Background: an optimization exercise with open tools, aiming at small area. Do not read the settings as production practice. In this exercise RTL edits were held to simulation tests only and were not proved equivalent to the original. The flow treats the clock pin as an ideal source. Dropping or thinning the clock tree relies on that and would not hold on a real chip. No activity file was given, so power comes from the tool's default toggle rates.

==> flow/design.v <==
module t1b_ultrasonic(
    input clk_50M,
    input reset,
    input echo_rx,
    output trig,
    output op,
    output wire [15:0] distance_out
);
localparam IDLE = 3'd3, TRIG = 3'd1, WAIT_ECHO = 3'd5, COUNT = 3'd7, SET_OP = 3'd4, GO_NEXT = 3'd6, WAIT_NEXT = 3'd2;
localparam [19:0] CNT_P499_M = 20'h01ec0;      
localparam [19:0] CNT_P499_V = 20'h00c80;
localparam [19:0] CNT_END = 20'h85ea1;         
localparam [8:0] H_END_M = 9'h17a;             
localparam [8:0] H_END_V = 9'h02a;
reg [2:0]  state;
reg [19:0] cnt;
reg        op_reg;
reg [11:0] dreg;
reg [5:0]  q_lo;           
reg [11:6] q_hi;
wire [11:0] q = {q_hi, q_lo};
reg [4:0]  g;
reg [8:0]  h;
wire [2:0] s = state;
wire in_trig  = (~s[1] & ~s[2]);
wire in_count = (s[0] & s[1] & s[2]);
wire in_idle  = (s[0] & s[1] & ~s[2]);
wire q_clear  = (~s[0]) | (~s[1]);     
wire q_tick   = (~s[2]);      
wire g_clear  = (~s[1]);     
wire h_flush  = (~s[1]);     
wire op_upd   = (~s[0]);      
assign trig = in_trig;
assign op = op_reg;
assign distance_out = {4'b0, dreg};
wire cnt_fb = cnt[19] ^ cnt[2] ^ (cnt[18:0] == 19'd0);
wire cnt_end = (cnt == CNT_END);
always @(posedge clk_50M) begin
    cnt <= {cnt[18:0], cnt_fb | in_idle};
end
always @(posedge clk_50M or negedge reset) begin
    if (!reset) begin
        state  <= IDLE;
        op_reg <= 1'b0;
        dreg   <= 12'd0;
    end else begin
        if (in_count && !echo_rx)
            dreg <= q;
        if (op_upd)
            op_reg <= (dreg < 12'd70);
        case (state)
        IDLE:      if (q[5] & q[4] & q[1] & q[0]) state <= TRIG;    
        TRIG:      if ((cnt & CNT_P499_M) == CNT_P499_V) state <= WAIT_ECHO;
        WAIT_ECHO: if (echo_rx) state <= COUNT;
        COUNT:     if (!echo_rx) state <= SET_OP;
        SET_OP:    state <= GO_NEXT;
        GO_NEXT:   state <= WAIT_NEXT;
        WAIT_NEXT: if (cnt_end) state <= IDLE;
        default:   state <= IDLE;
        endcase
    end
end
wire h_end = ((h & H_END_M) == H_END_V);
wire g_last = (g == 5'd16);
wire long_next = g_last || (g == 5'd7);        
wire wrap = (q[11] & q[10] & q[8] & q[7] & q[6] & q[5]) & (g[3] & g[2]) &
            (h[8] & ~h[7] & ~h[0] & h[4]);
wire q_zero = q_clear || (in_count && wrap);
wire q_inc = q_tick || h_end;
always @(posedge clk_50M or negedge reset) begin
    if (!reset)
        q_lo <= 6'd0;
    else
        q_lo <= q_zero ? 6'd0 : q_lo + {5'd0, q_inc};
end
always @(posedge clk_50M) begin
    q_hi <= q_zero ? 6'd0 : q_hi + {5'd0, q_inc && (q_lo == 6'h3f)};
end
always @(posedge clk_50M) begin
    if (g_clear || wrap)
        g <= 5'd0;
    else if (h_end)
        g <= g_last ? 5'd0 : g + 5'd1;
end
wire h_fb = ~(h[8] ^ h[4]);
wire h_restart = wrap || h_end;
always @(posedge clk_50M) begin
    h[8]   <= h[7];
    h[7:2] <= h[6:1] & ~{6{h_restart}};
    h[1]   <= h[0];
    h[0]   <= ~h_flush && (h_restart ? (h_end && !wrap && !long_next) : h_fb);
end
endmodule
export LEC_CHECK = 0
export CAP_MARGIN = 0
export CORE_AREA = 2.3 2.72 57.5 57.12
export DIE_AREA = 0 0 59.51 59.51
export GPL_TIMING_DRIVEN = 0
export PLACE_DENSITY = 0.85
export SLEW_MARGIN = 0
create_clock -name core_clock -period 20.0 [get_ports {clk_50M}]
standard.sh (not shown) runs the stock make flow with config.mk's settings and CLKGATE_MAP_FILE= SYNTH_SCRIPT=/design/flow/synth_recipe.tcl, a recipe that flattens the netlist after the stock synthesis.
==> flow/flow/run.sh <==
#!/bin/bash
# Layout flow: the standard ORFS flow (standard.sh) with these changes.
#  1. Synthesis is the standard flow's script unchanged, except for ORFS's final ABC
#     technology mapping of the combinational logic: it is run with an
#     area-oriented script (&deepsyn, then &dch/&nf area mapping) for a few
#     random seeds, and the smallest result is kept. No full/half-adder cells
#     are extracted before it (ADDER_MAP_FILE empty), so ABC maps the adders
#     with the rest of the logic. Flip-flops are mapped before ABC, so the
#     registers are exactly the standard synthesis's.
#  2. Ports are buffered with sky130_fd_sc_hd__buf_1 (the smallest buffer).
#  3. Clock tree: flow/manual_cts.tcl (sourced as PRE_CTS_TCL) replaces
#     TritonCTS with one level of 2-4 buffers driven by the clock port,
#     each driving a cluster of flip-flops; the rest of ORFS's CTS step
#     (placement legalisation, timing repair) runs as usual.
#  4. Buffers from synthesis are removed at floorplan (REMOVE_ABC_BUFFERS=1,
#     as timing-driven global placement would), and the constant-0 outputs
#     share one tie cell (SKIP_REPAIR_TIE_FANOUT=1).
# Each tool's output goes to ORFS's own logs under orfs/logs/ (the ABC seed
# results are in orfs/logs/.../1_2_yosys.log), and make's output to
# flow_make.log in this folder.
set -euo pipefail
W=$PWD
F=$W/flow
SEEDS="1 2 3 4 5 6 7 8"
for k in $SEEDS; do
  printf 'strash\n&get -n\n&deepsyn -T 10 -S %s\n&put\n&get -n\n&dch -f\n&nf -a -R 1000\n&put\n' $k > $W/abc_deep_$k.script
done
cat > $W/my_synth.tcl <<EOT
# ORFS's abc call, run with each ABC script; the smallest result is kept.
# Everything else is the standard flow's synthesis script.
proc abc {args} {
  yosys design -save pre_abc
  set best -1
  set bestk ""
  foreach k {$SEEDS} {
    yosys design -load pre_abc
    set out {}
    set skip 0
    foreach a \$args {
      if {\$skip} { set skip 0; lappend out "$W/abc_deep_\$k.script"; continue }
      if {\$a eq "-script"} { set skip 1; lappend out -script; continue }
      lappend out \$a
    }
    yosys abc {*}\$out
    set st [tee -q -s result.string stat -liberty [string trim \$::env(LIB_FILES)]]
    regexp {Chip area for module [^:]*: ([0-9.]+)} \$st -> area
    puts "ABC seed \$k: area \$area"
    if {\$best < 0 || \$area < \$best} {
      set best \$area
      set bestk \$k
      yosys design -save best_abc
    }
  }
  puts "ABC: keeping seed \$bestk, area \$best"
  yosys design -load best_abc
}
source $W/synth_recipe.tcl
EOT
bash standard.sh \
  SYNTH_SCRIPT=$W/my_synth.tcl \
  ADDER_MAP_FILE= \
  "BUFFER_PORTS_ARGS=-buffer_cell sky130_fd_sc_hd__buf_1" \
  PRE_CTS_TCL=$F/manual_cts.tcl \
  REMOVE_ABC_BUFFERS=1 \
  SKIP_REPAIR_TIE_FANOUT=1 \
  finish > $W/flow_make.log 2>&1
==> flow/flow/manual_cts.tcl <==
proc mcts_split {sinks ngroups} {
  if {$ngroups <= 1 || [llength $sinks] < 2} { return [list $sinks] }
  set xs [lmap s $sinks {lindex $s 1}]
  set ys [lmap s $sinks {lindex $s 2}]
  set dx [expr {[tcl::mathfunc::max {*}$xs] - [tcl::mathfunc::min {*}$xs]}]
  set dy [expr {[tcl::mathfunc::max {*}$ys] - [tcl::mathfunc::min {*}$ys]}]
  set ax [expr {$dx >= $dy ? 1 : 2}]
  set sorted [lsort -real -index $ax $sinks]
  set g1 [expr {$ngroups / 2}]
  set g2 [expr {$ngroups - $g1}]
  set n1 [expr {([llength $sorted] * $g1) / $ngroups}]
  return [concat [mcts_split [lrange $sorted 0 [expr {$n1 - 1}]] $g1] \
                 [mcts_split [lrange $sorted $n1 end] $g2]]
}

proc mcts_build {clk sinks ngroups bufname} {
  set db [ord::get_db]
  set block [ord::get_db_block]
  set master [$db findMaster $bufname]
  set made {}
  set g 0
  foreach grp [mcts_split $sinks $ngroups] {
    set buf [odb::dbInst_create $block $master "clkbuf_mcts_$g"]
    set net [odb::dbNet_create $block "clknet_mcts_$g"]
    $net setSigType CLOCK
    set sx 0.0; set sy 0.0
    foreach s $grp {
      lassign $s it x y
      set sx [expr {$sx + $x}]; set sy [expr {$sy + $y}]
      $it disconnect
      $it connect $net
    }
    set k [llength $grp]
    [$buf findITerm A] connect $clk
    [$buf findITerm X] connect $net
    $buf setLocation [expr {int($sx / $k)}] [expr {int($sy / $k)}]
    $buf setPlacementStatus PLACED
    puts "manual CTS: clkbuf_mcts_$g ($bufname) drives $k sinks"
    lappend made [list $buf $net]
    incr g
  }
  return $made
}

proc mcts_undo {clk sinks made} {
  foreach s $sinks {
    set it [lindex $s 0]
    $it disconnect
    $it connect $clk
  }
  foreach m $made {
    lassign $m buf net
    odb::dbInst_destroy $buf
    odb::dbNet_destroy $net
  }
}

proc mcts_worst_slew {} {
  estimate_parasitics -placement
  set worst 0.0
  foreach pin [get_pins -of_objects [get_cells *] -filter "is_clock==1"] {
    set sl [get_property $pin slew_max]
    if {$sl > $worst} { set worst $sl }
  }
  return $worst
}

proc clock_tree_synthesis {args} {
  # Try the smallest tree first; use more buffers while the estimated
  # flip-flop clock slew (before routing) is above the limit.
  set limit 0.118
  set tries {{2 sky130_fd_sc_hd__buf_12} {3 sky130_fd_sc_hd__clkbuf_8} {2 sky130_fd_sc_hd__clkbuf_16}
             {4 sky130_fd_sc_hd__clkbuf_8} {4 sky130_fd_sc_hd__clkbuf_16}}
  if {[info exists ::env(MCTS_TRIES)]} { set tries $::env(MCTS_TRIES) }
  if {[info exists ::env(MCTS_LIMIT)]} { set limit $::env(MCTS_LIMIT) }
  set block [ord::get_db_block]
  set src [lindex [get_property [lindex [all_clocks] 0] sources] 0]
  set clk [[$block findBTerm [get_full_name $src]] getNet]
  set sinks {}
  foreach it [$clk getITerms] {
    set b [[$it getInst] getBBox]
    lappend sinks [list $it [expr {([$b xMin] + [$b xMax]) / 2.0}] [expr {([$b yMin] + [$b yMax]) / 2.0}]]
  }
  set_propagated_clock [all_clocks]
  set n [llength $tries]
  for {set i 0} {$i < $n} {incr i} {
    lassign [lindex $tries $i] ngroups bufname
    puts "manual CTS: [llength $sinks] sinks, $ngroups buffers of $bufname"
    set made [mcts_build $clk $sinks $ngroups $bufname]
    set w [mcts_worst_slew]
    puts "manual CTS: estimated worst clock pin slew [format %.4f $w] (limit $limit)"
    if {$w <= $limit || $i == $n - 1} { break }
    mcts_undo $clk $sinks $made
  }
}
Rerun with:
--- a/flow/flow/run.sh
+++ b/flow/flow/run.sh
@@ -11,3 +11,3 @@
 #  3. Clock tree: flow/manual_cts.tcl (sourced as PRE_CTS_TCL) replaces
-#     TritonCTS with one level of 2-4 buffers driven by the clock port,
+#     TritonCTS with one level of 2-4 clock buffers driven by the clock port,
 #     each driving a cluster of flip-flops; the rest of ORFS's CTS step
@@ -23,3 +23,3 @@
 F=$W/flow
-SEEDS="1 2 3 4 5 6 7 8"
+SEEDS="1 2 3 4 5"
 for k in $SEEDS; do
--- a/flow/flow/manual_cts.tcl
+++ b/flow/flow/manual_cts.tcl
@@ -71,3 +71,3 @@
   set limit 0.118
-  set tries {{2 sky130_fd_sc_hd__buf_12} {3 sky130_fd_sc_hd__clkbuf_8} {2 sky130_fd_sc_hd__clkbuf_16}
+  set tries {{3 sky130_fd_sc_hd__clkbuf_8} {2 sky130_fd_sc_hd__clkbuf_16}
              {4 sky130_fd_sc_hd__clkbuf_8} {4 sky130_fd_sc_hd__clkbuf_16}}
Result: The changed run produced a clean layout; hold slack gets worse by 3.5 ps; global-route usage fell by 1.0 points; die area is unchanged; routed wire length goes down by 4.5%; final area stays flat; total power falls by 1.9%; clock power shrinks by 7.1%; first-iteration DRC count climbs to 3.3 times its value; via count stays flat; sequential share of layout area falls by 0.17 points.
No run of this note takes its clock network from TritonCTS; it comes from the design's own scripts or RTL.

## re-timing with driven ports
In the flow no input, the clock included, has a driving cell. The finished layouts below were timed again as built, in two steps. Step 1 sets driving cells, clkbuf_16 on the clock port and buf_2 on the other inputs (assumed; they add their load-dependent delay and slew). Step 2 also shifts input and output timing later by t, the mid clock arrival at the registers, as if the neighbouring blocks saw the same clock. Slacks: no drivers / after step 1 / after step 2; pairs: no drivers / after step 1.
| run | t, ns | setup slack, ns | worst setup path after step 2 | pins driven straight from the clock port |
|---|---|---|---|---|
| the first run | 0.191 | 14.929 / 14.957 / 14.767 | input to register | 2 |
| the second run | 0.208 | 14.745 / 14.766 / 14.557 | input to register | 3 |
After both steps setup and hold are still met in every run listed. The setup slack of the second run, which loses most, moves by +0.021 ns with the drivers and by -0.188 ns with both steps.
